Background: an optimization exercise with open tools, aiming at small area, a short achievable clock period and few clock cycles. Do not read the settings as production practice.
The RTL was checked by simulation tests, not by an equivalence proof against the original design.

the reference run:
Design axi_stream_insert_header, start of the top module:
module axi_stream_insert_header #(
    parameter DATA_WD = 64,
    parameter DATA_BYTE_WD = DATA_WD / 8,
    parameter BYTE_CNT_WD = $clog2(DATA_BYTE_WD)
) (
    input                       clk             ,
    input                       rst_n           ,
    input                       valid_in        ,
    input [DATA_WD-1 : 0]       data_in         ,
    input [DATA_BYTE_WD-1 : 0]  keep_in         ,
    input                       last_in         ,
    output                      ready_in        ,
    output                      valid_out       ,
    output [DATA_WD-1 : 0]      data_out        ,
    output [DATA_BYTE_WD-1 : 0] keep_out        ,
    output                      last_out        ,
    input                       ready_out       ,
    input                       valid_insert    ,
    input [DATA_WD-1 : 0]       data_insert     ,
    input [DATA_BYTE_WD-1 : 0]  keep_insert     ,
    input [BYTE_CNT_WD : 0]     byte_insert_cnt ,
    output                      ready_insert
    );
    localparam NB = DATA_BYTE_WD;
    reg                 in_pkt ;  
    reg                 tail   ;  
    reg  [DATA_WD-1:0]  carry  ;  
    reg  [NB-1:0]       mask   ;  
    reg  [BYTE_CNT_WD-1:0] rot ;  
    reg  [NB-2:0]       keep_r ;  
    function [DATA_WD-1:0] rotr;
        input [DATA_WD-1:0] d;
        input integer       n;
        rotr = (d >> (n * 8)) | (d << (DATA_WD - n * 8));
    endfunction
    function [NB-1:0] rotk;
        input [NB-1:0] k;
        input integer  n;
        rotk = (k >> n) | (k << (NB - n));
    endfunction
    wire [DATA_WD-1:0] lane_mask;
    genvar g;
    generate
        for (g = 0; g < NB; g = g + 1) begin : g_mask
            assign lane_mask[g*8 +: 8] = {8{mask[g]}};
        end
    endgenerate
    wire [DATA_WD-1:0] s0 = (carry & lane_mask) | (data_in & ~lane_mask);
    wire [DATA_WD-1:0] s1 = rot[0] ? rotr(s0, 1) : s0;
    wire [DATA_WD-1:0] s2 = rot[1] ? rotr(s1, 2) : s1;
  ...
Size: ~570 cells after synthesis, ~84 flip-flops.
==> flow/config.mk <==
export PLATFORM = sky130hd
export DESIGN_NAME = axi_stream_insert_header
export DESIGN_NICKNAME = axi_stream_insert_header
export VERILOG_FILES = /design/flow/design.v
export SDC_FILE = /design/flow/constraint.sdc
export NUM_CORES = 4
export LEC_CHECK = 0
export CAP_MARGIN = 20
export CORE_MARGIN = 2
export CORE_UTILIZATION = 55
export PLACE_DENSITY = 0.75
export SLEW_MARGIN = 20
==> flow/constraint.sdc <==
create_clock -name core_clock -period 5.0 [get_ports {clk}]
set_input_delay 1.0000 -clock core_clock [delete_from_list [all_inputs] [get_ports {clk}]]
set_output_delay 1.0000 -clock core_clock [all_outputs]
set_load 0.01 [all_outputs]
standard.sh (not shown) runs the stock make flow with config.mk's settings and CLKGATE_MAP_FILE= SYNTH_SCRIPT=/design/flow/synth_recipe.tcl, a recipe that flattens the netlist after the stock synthesis.
==> flow/flow/run.sh <==
#!/bin/bash
# The standard ORFS layout (standard.sh), with these changes:
# - synthesis maps the logic with an area-oriented ABC script (flow/area.abc);
#   registers, flattening and names are synth_recipe.tcl's, unchanged;
# - every port is buffered with the smallest buffer cell (the resizer may
#   still upsize it) instead of the default choice;
# - clock tree: clkbuf_8 buffers and no dummy loads;
# - timing repair up to CTS aims for PRE_MARGIN ns of setup slack on the worst
#   path only; after global routing it only repairs up to POST_MARGIN.
set -euo pipefail
W=$PWD
PRE_MARGIN=${PRE_MARGIN:-2.0}
POST_MARGIN=${POST_MARGIN:-0}
COMMON=(
  "SYNTH_SCRIPT=$W/flow/my_synth.tcl"
  "MY_ABC_SCRIPT=$W/flow/area.abc"
  "FLOW_SYNTH_TCL=$W/synth_recipe.tcl"
  "BUFFER_PORTS_ARGS=-buffer_cell sky130_fd_sc_hd__buf_1"
  "CTS_ARGS=-sink_clustering_enable -repair_clock_nets -dont_use_dummy_load -buf_list sky130_fd_sc_hd__clkbuf_8 -root_buf sky130_fd_sc_hd__clkbuf_8"
  "TNS_END_PERCENT=5"
)
bash standard.sh "${COMMON[@]}" "SETUP_SLACK_MARGIN=$PRE_MARGIN" cts > flow_to_cts.log 2>&1
bash standard.sh "${COMMON[@]}" "SETUP_SLACK_MARGIN=$POST_MARGIN" finish > flow_to_finish.log 2>&1
==> flow/flow/area.abc <==
strash
dch
map -a
amap
topo
stime -c
==> flow/flow/my_synth.tcl <==
# The standard flow's synthesis script (synth_recipe.tcl), with ABC mapping the logic by
# the area-oriented script in MY_ABC_SCRIPT instead of ORFS's own script.
proc abc {args} {
  set i [lsearch -exact $args -script]
  if { $i >= 0 } { lset args [expr { $i + 1 }] $::env(MY_ABC_SCRIPT) }
  set i [lsearch -exact $args -D]
  if { $i >= 0 } { set args [lreplace $args $i [expr { $i + 1 }]] }
  puts "abc (own script): $args"
  yosys abc {*}$args
}
source $::env(FLOW_SYNTH_TCL)
The reference run completed end to end with timing, DRC and antenna clean.
Testbench counts of the reference run, summed over its fixed seeds: cycles 11,954.
## Diff of input files: the trial run against the reference run
# the reference run
export LEC_CHECK = 0
export CAP_MARGIN = 20
export CORE_MARGIN = 2
export CORE_UTILIZATION = 55
export PLACE_DENSITY = 0.75
export SLEW_MARGIN = 20
create_clock -name core_clock -period 5.0 [get_ports {clk}]
# the trial run
export LEC_CHECK = 0
export CAP_MARGIN = 20
export CORE_MARGIN = 2
export CORE_UTILIZATION = 40
export PLACE_DENSITY = 0.6
export SLEW_MARGIN = 20
create_clock -name core_clock -period 5.0 [get_ports {clk}]
diff --git a/flow/flow/run.sh b/flow/flow/run.sh
--- a/flow/flow/run.sh
+++ b/flow/flow/run.sh
@@ -19,3 +19,3 @@
   "CTS_ARGS=-sink_clustering_enable -repair_clock_nets -dont_use_dummy_load -buf_list sky130_fd_sc_hd__clkbuf_8 -root_buf sky130_fd_sc_hd__clkbuf_8"
-  "TNS_END_PERCENT=5"
+  "TNS_END_PERCENT=0"
 )
Results
The trial run ended with less setup slack of the critical path after layout than the reference run.
Going from the reference run to the trial run, upper clock frequency limit -0.0045 GHz; detailed-route wire length on metal 1 has increased; area added between synthesis and finish picked up an extra 1.1 points; number of global-route vias before repair +77.

==> afterwards: timing with drivers on the ports <==
No port has a modelled driver above. Below, the same layouts with a new extraction and two added sets of constraints.
Step 1 sets driving cells, clkbuf_16 on the clock port and buf_2 on the other inputs (assumed; they add their load-dependent delay and slew).
Step 2, shift: input delay + t, output delay - t, t = (earliest + latest rising clock arrival at the registers) / 2. This alone moves slack from input paths to output paths.
Slacks: no drivers / after step 1 / after step 2; pairs: no drivers / after step 1.
| run | shift t [ns] | slack for setup (ns) | clock arrival spread, ns | worst register clock-pin slew, ns | pins driven straight from the clock port |
|---|---|---|---|---|---|
| the reference run | 0.389 | 1.876 / 1.852 / 1.534 | 0.029 / 0.029 | 0.09 / 0.09 | 1 |
| the trial run | 0.395 | 1.831 / 1.794 / 1.508 | 0.020 / 0.020 | 0.09 / 0.09 | 1 |
After both steps every run listed still meets setup and hold. The setup slack of the reference run, which loses most, moves by -0.024 ns with the drivers and by -0.342 ns with both steps.
